Context: an optimization exercise on an open-source flow, tuned for small area. The choices shown serve that exercise and are no tape-out recipe.
Only simulation tests tie the RTL to the original design; equivalence was not proved.
Power and IR drop assume default switching activity.

## configure
module configure (
	input             ctrl_s_axi_aclk,
	input             ctrl_s_axi_aresetn,
	input      [31:0] ctrl_s_axi_awaddr,
	input             ctrl_s_axi_awvalid,
	output            ctrl_s_axi_awready,
	input      [31:0] ctrl_s_axi_wdata,
	input      [3:0]  ctrl_s_axi_wstrb,
	input             ctrl_s_axi_wvalid,
	output            ctrl_s_axi_wready,
	output     [1:0]  ctrl_s_axi_bresp,
	output            ctrl_s_axi_bvalid,
	input             ctrl_s_axi_bready,
	input      [31:0] ctrl_s_axi_araddr,
	input             ctrl_s_axi_arvalid,
	output            ctrl_s_axi_arready,
	output     [31:0] ctrl_s_axi_rdata,
	output     [1:0]  ctrl_s_axi_rresp,
	output            ctrl_s_axi_rvalid,
	input             ctrl_s_axi_rready,
	input      [31:0] udt_state,
	input             state_valid,
	output            state_ready,
	output            Req_Connect,
	input             Res_Connect,
	output            Req_Close,
	input             Res_Close,
	input             Peer_Req_Close,
	output reg        Peer_Res_Close,
	output reg        user_valid,
	input             user_ready,
	output reg [31:0] Snd_Buffer_Size,
	output reg [31:0] Rev_Buffer_Size,
	output reg [31:0] FlightFlagSize,
	output reg [31:0] MSSize,
	output reg [31:0] INIT_SEQ
);
For scale: ~1,800 cells after synthesis, about 240 flip-flops, roughly 350 I/O pins, about 13,000 um^2 of cells after synthesis.
Settings: LEC_CHECK=0, ABC_AREA=1, CAP_MARGIN=20, CORE_MARGIN=2, CORE_UTILIZATION=60, SLEW_MARGIN=20; clock period 5.0 ns.
standard.sh (not shown) runs the stock make flow with config.mk's settings and CLKGATE_MAP_FILE= SYNTH_SCRIPT=/design/flow/synth_recipe.tcl, a recipe that flattens the netlist after the stock synthesis.
==> flow/flow/run.sh <==
#!/bin/bash
set -euo pipefail
export BUFFER_PORTS_ARGS="-buffer_cell sky130_fd_sc_hd__buf_1"
bash standard.sh > standard.log 2>&1
The starting point ran to the end with no violations.
==> next run, changes <==
==> flow/run.sh (new file) <==
#!/bin/bash
# synth_recipe.tcl (not shown) runs the flow's synth.tcl, then flattens the netlist and writes it again
# the make line also repeats each setting of config.mk as NAME=value (left out here)
make -C /OpenROAD-flow-scripts/flow DESIGN_CONFIG=/design/flow/config.mk WORK_HOME=/design/flow/orfs CLKGATE_MAP_FILE= SYNTH_SCRIPT=/design/flow/synth_recipe.tcl finish
removed: flow/flow/run.sh
removed: flow/standard.sh
=> Final area came out higher by about 13%. Routed wire length came out higher by about 5%. Die area does not change. Sequential power stays flat. Worst hold slack is worse by 0.014 ns. Worst setup slack is worse by 0.38 ns. Combinational power came out higher by about 21%.

---

Another version of the RTL of configure (not shown whole).
Size in the first run: ~1100 cells after synthesis, about 350 I/O pins, about 0.011 mm² of cells after synthesis.
Settings: LEC_CHECK=0, CAP_MARGIN=20, CORE_AREA=2.3 2.72 149.04 146.88, DIE_AREA=0 0 151.25 151.25, PLACE_DENSITY=0.8, SLEW_MARGIN=20; clock period 5.0 ns.
==> flow/flow/run.sh <==
#!/bin/bash
# The standard layout with these changes:
#  - after the standard synthesis, the combinational cells are re-mapped for
#    area (flow/reopt.sh); the flip-flops stay exactly as synthesis made them
#  - the port buffers are the smallest buffer cell
#  - clock tree synthesis inserts no dummy loads and uses larger sink clusters
set -euo pipefail
export BUFFER_PORTS_ARGS="-buffer_cell sky130_fd_sc_hd__buf_1"
export CTS_ARGS="-sink_clustering_enable -repair_clock_nets -dont_use_dummy_load -sink_clustering_size 30 -sink_clustering_max_diameter 80"
R=orfs/results/sky130hd/configure/base
bash standard.sh synth > synth.log 2>&1
cp $R/1_2_yosys.v standard_1_2_yosys.v
bash flow/reopt.sh "$PWD/standard_1_2_yosys.v" "$PWD/reopt_1_2_yosys.v" "$PWD/reopt.log"
cp reopt_1_2_yosys.v $R/1_2_yosys.v
rm -f $R/1_synth.odb $R/1_synth.sdc
bash standard.sh > standard.log 2>&1
==> flow/flow/reopt.sh <==
#!/bin/bash
# reopt.sh IN.v OUT.v LOG
# Re-maps the combinational cells of a mapped netlist for area with ABC, keeping
# every flip-flop instance (its name and cell type) exactly as it is.
set -euo pipefail
IN=$1; OUT=$2; LOG=$3
PLAT=$FLOW_HOME/platforms/sky130hd
LIB=$PLAT/lib/sky130_fd_sc_hd__tt_025C_1v80.lib
DU=$(sed -n '/^export DONT_USE_CELLS/,/^$/p' $PLAT/config.mk | grep -o 'sky130_fd_sc_hd__[a-z0-9_]*' | sed 's/^/-dont_use /' | tr '\n' ' ')
FLOPS=$(grep -o 'sky130_fd_sc_hd__[a-z0-9_]*' $IN | sort -u | grep -E '__(df|edf|sdf|sedf|dl)' | tr '\n' ' ')
W=$(dirname $OUT)
cat > $W/reopt_abc.script <<EOS
&get -n
&st
&syn2
&dch -f
&nf -a -R 1000
&syn2
&dch -f
&nf -a -R 1000
&put
EOS
cat > $W/reopt.ys <<EOS
read_liberty -ignore_miss_func $LIB
read_verilog $IN
hierarchy -top configure
setattr -mod -set keep_hierarchy 1 $FLOPS
flatten
select configure
opt_clean -purge
abc -liberty $LIB $DU -script $W/reopt_abc.script
opt_clean -purge
hilomap -singleton -hicell sky130_fd_sc_hd__conb_1 HI -locell sky130_fd_sc_hd__conb_1 LO
splitnets
opt_clean -purge
stat -liberty $LIB
write_verilog -noattr -nohex -nodec -selected $OUT
EOS
yosys -l $LOG $W/reopt.ys > /dev/null
The first run completed with no timing, DRC or antenna violations.
Rerun with:
--- a/flow/flow/run.sh
+++ b/flow/flow/run.sh
@@ -8,2 +8,3 @@
 export BUFFER_PORTS_ARGS="-buffer_cell sky130_fd_sc_hd__buf_1"
+export RECOVER_POWER=100
 export CTS_ARGS="-sink_clustering_enable -repair_clock_nets -dont_use_dummy_load -sink_clustering_size 30 -sink_clustering_max_diameter 80"
- PLACE_DENSITY: 0.8 -> not set
=>
- This time the run ran to the end with violations: capacitance limit, slew limit
- die area does not change
- final area hardly moves
- non-clock buffer count went up by 3
- synthesized cell count stays the same
- sequential share of layout area hardly moves
Rerun with:
--- a/flow/flow/run.sh
+++ b/flow/flow/run.sh
@@ -8,4 +8,3 @@
 export BUFFER_PORTS_ARGS="-buffer_cell sky130_fd_sc_hd__buf_1"
-export RECOVER_POWER=100
-export CTS_ARGS="-sink_clustering_enable -repair_clock_nets -dont_use_dummy_load -sink_clustering_size 30 -sink_clustering_max_diameter 80"
+export CTS_ARGS="-sink_clustering_enable -repair_clock_nets -dont_use_dummy_load -sink_clustering_size 24 -sink_clustering_max_diameter 70"
 R=orfs/results/sky130hd/configure/base
What happened:
- The new run finished with timing, DRC and antenna clean
- cell area increases by 0.87%
- non-clock buffer count does not change
- register-to-register slack improved by 0.41 ns
- clock power grows by about 7%
- sequential share of layout area decreases by 0.41 points
- hold slack gets worse by 0.0075 ns
Rerun with:
--- a/flow/flow/run.sh
+++ b/flow/flow/run.sh
@@ -8,3 +8,3 @@
 export BUFFER_PORTS_ARGS="-buffer_cell sky130_fd_sc_hd__buf_1"
-export CTS_ARGS="-sink_clustering_enable -repair_clock_nets -dont_use_dummy_load -sink_clustering_size 24 -sink_clustering_max_diameter 70"
+export CTS_ARGS="-sink_clustering_enable -repair_clock_nets -dont_use_dummy_load -sink_clustering_size 30 -sink_clustering_max_diameter 80"
 R=orfs/results/sky130hd/configure/base
Effect:
- sequential power barely changes
- total power fell slightly
- non-clock buffer count stays the same
- final area decreases slightly
- worst hold slack gets better by 0.0078 ns
- area after synthesis is unchanged
- register-to-register slack is better by 0.11 ns
- global-route usage is about the same
- clock skew is higher by 0.026 ns

---

configure, a different RTL version from the one above (not shown whole).
For scale: roughly 1100 cells after synthesis, roughly 350 I/O pins, ~0.011 mm2 of cells after synthesis.
==> flow/config.mk <==
export PLATFORM = sky130hd
export DESIGN_NAME = configure
export DESIGN_NICKNAME = configure
export VERILOG_FILES = /design/flow/design.v
export SDC_FILE = /design/flow/constraint.sdc
export NUM_CORES = 4
export LEC_CHECK = 0
export CAP_MARGIN = 0
export CORE_MARGIN = 2
export CORE_UTILIZATION = 50
export SLEW_MARGIN = 0
==> flow/constraint.sdc <==
create_clock -name core_clock -period 5.0 [get_ports {ctrl_s_axi_aclk}]
set_input_delay 1.0000 -clock core_clock [delete_from_list [all_inputs] [get_ports {ctrl_s_axi_aclk}]]
set_output_delay 1.0000 -clock core_clock [all_outputs]
set_load 0.01 [all_outputs]
==> flow/flow/run.sh <==
#!/bin/bash
# The standard layout with these changes:
#  - after the standard synthesis, the combinational cells are re-mapped for
#    area (flow/reopt.sh); the flip-flops stay exactly as synthesis made them
#  - the port buffers are the smallest buffer cell
#  - clock tree synthesis inserts no dummy loads and uses larger sink clusters
set -euo pipefail
export BUFFER_PORTS_ARGS="-buffer_cell sky130_fd_sc_hd__buf_1"
export CTS_ARGS="-sink_clustering_enable -repair_clock_nets -dont_use_dummy_load -sink_clustering_size 30 -sink_clustering_max_diameter 50"
R=orfs/results/sky130hd/configure/base
bash standard.sh synth > synth.log 2>&1
cp $R/1_2_yosys.v standard_1_2_yosys.v
bash flow/reopt.sh "$PWD/standard_1_2_yosys.v" "$PWD/reopt_1_2_yosys.v" "$PWD/reopt.log"
cp reopt_1_2_yosys.v $R/1_2_yosys.v
rm -f $R/1_synth.odb $R/1_synth.sdc
bash standard.sh > standard.log 2>&1
Scripts as last shown in full above: flow/flow/reopt.sh
The first run passed the timing, design-rule and antenna checks.
Edit:
==> flow/flow/run.sh (replaced) <==
#!/bin/bash
set -euo pipefail
export BUFFER_PORTS_ARGS="-buffer_cell sky130_fd_sc_hd__buf_1"
export CTS_ARGS="-sink_clustering_enable -repair_clock_nets -dont_use_dummy_load -sink_clustering_size 20 -sink_clustering_max_diameter 60"
bash standard.sh > standard.log 2>&1
Settings changed: CAP_MARGIN 0 to 20, CORE_UTILIZATION 50 to 40, SLEW_MARGIN 0 to 20.
removed: flow/flow/reopt.sh
Routed wire length came out higher by a few percent.
Cell area came out higher by a few percent.
Synthesized cell count came out lower by a few percent.
Power came out higher slightly.
Sequential share of layout area came out lower by 0.93 points.
Setup slack improves by 660 ps.

==> what the ideal ports hide <==
In the flow no input, the clock included, has a driving cell. The finished layouts below were timed again as built, in two steps.
Step 1 assumes that a clkbuf_16 drives the clock port and a buf_2 every other input.
Step 2 moves the port delays by t, midway between the first and last clock arrival at a register: inputs arrive t later, outputs are due t later. That takes back most of the time a late clock gives input paths.
a / b / c = no drivers / after step 1 / after step 2; a / b = the first two.
run	t, ns	slack for setup (ns)	worst setup path at the end	latest minus earliest clock arrival (ns)
the first run of note 1	0.583	1.653 / 1.604 / 1.123	input to register	0.018 / 0.017
the second run of note 1	0.582	1.277 / 1.228 / 0.942	input to register	0.011 / 0.012
the first run of note 2	0.518	1.330 / 1.330 / 1.063	input to register	0.039 / 0.039
the second run of note 2	0.526	0.696 / 0.696 / 0.289	input to register	0.050 / 0.050
the third run of note 2	0.530	1.110 / 1.110 / 0.944	input to register	0.022 / 0.022
the fourth run of note 2	0.530	1.216 / 1.216 / 0.973	input to register	0.049 / 0.048
the first run of note 3	0.570	0.505 / 0.505 / 0.505	register to register	0.063 / 0.064
the second run of note 3	0.550	1.161 / 1.161 / 1.161	register to register	0.032 / 0.032
For the first run of note 1, which loses most, drivers alone change the setup slack by -0.049 ns; drivers and shift together by -0.530 ns.
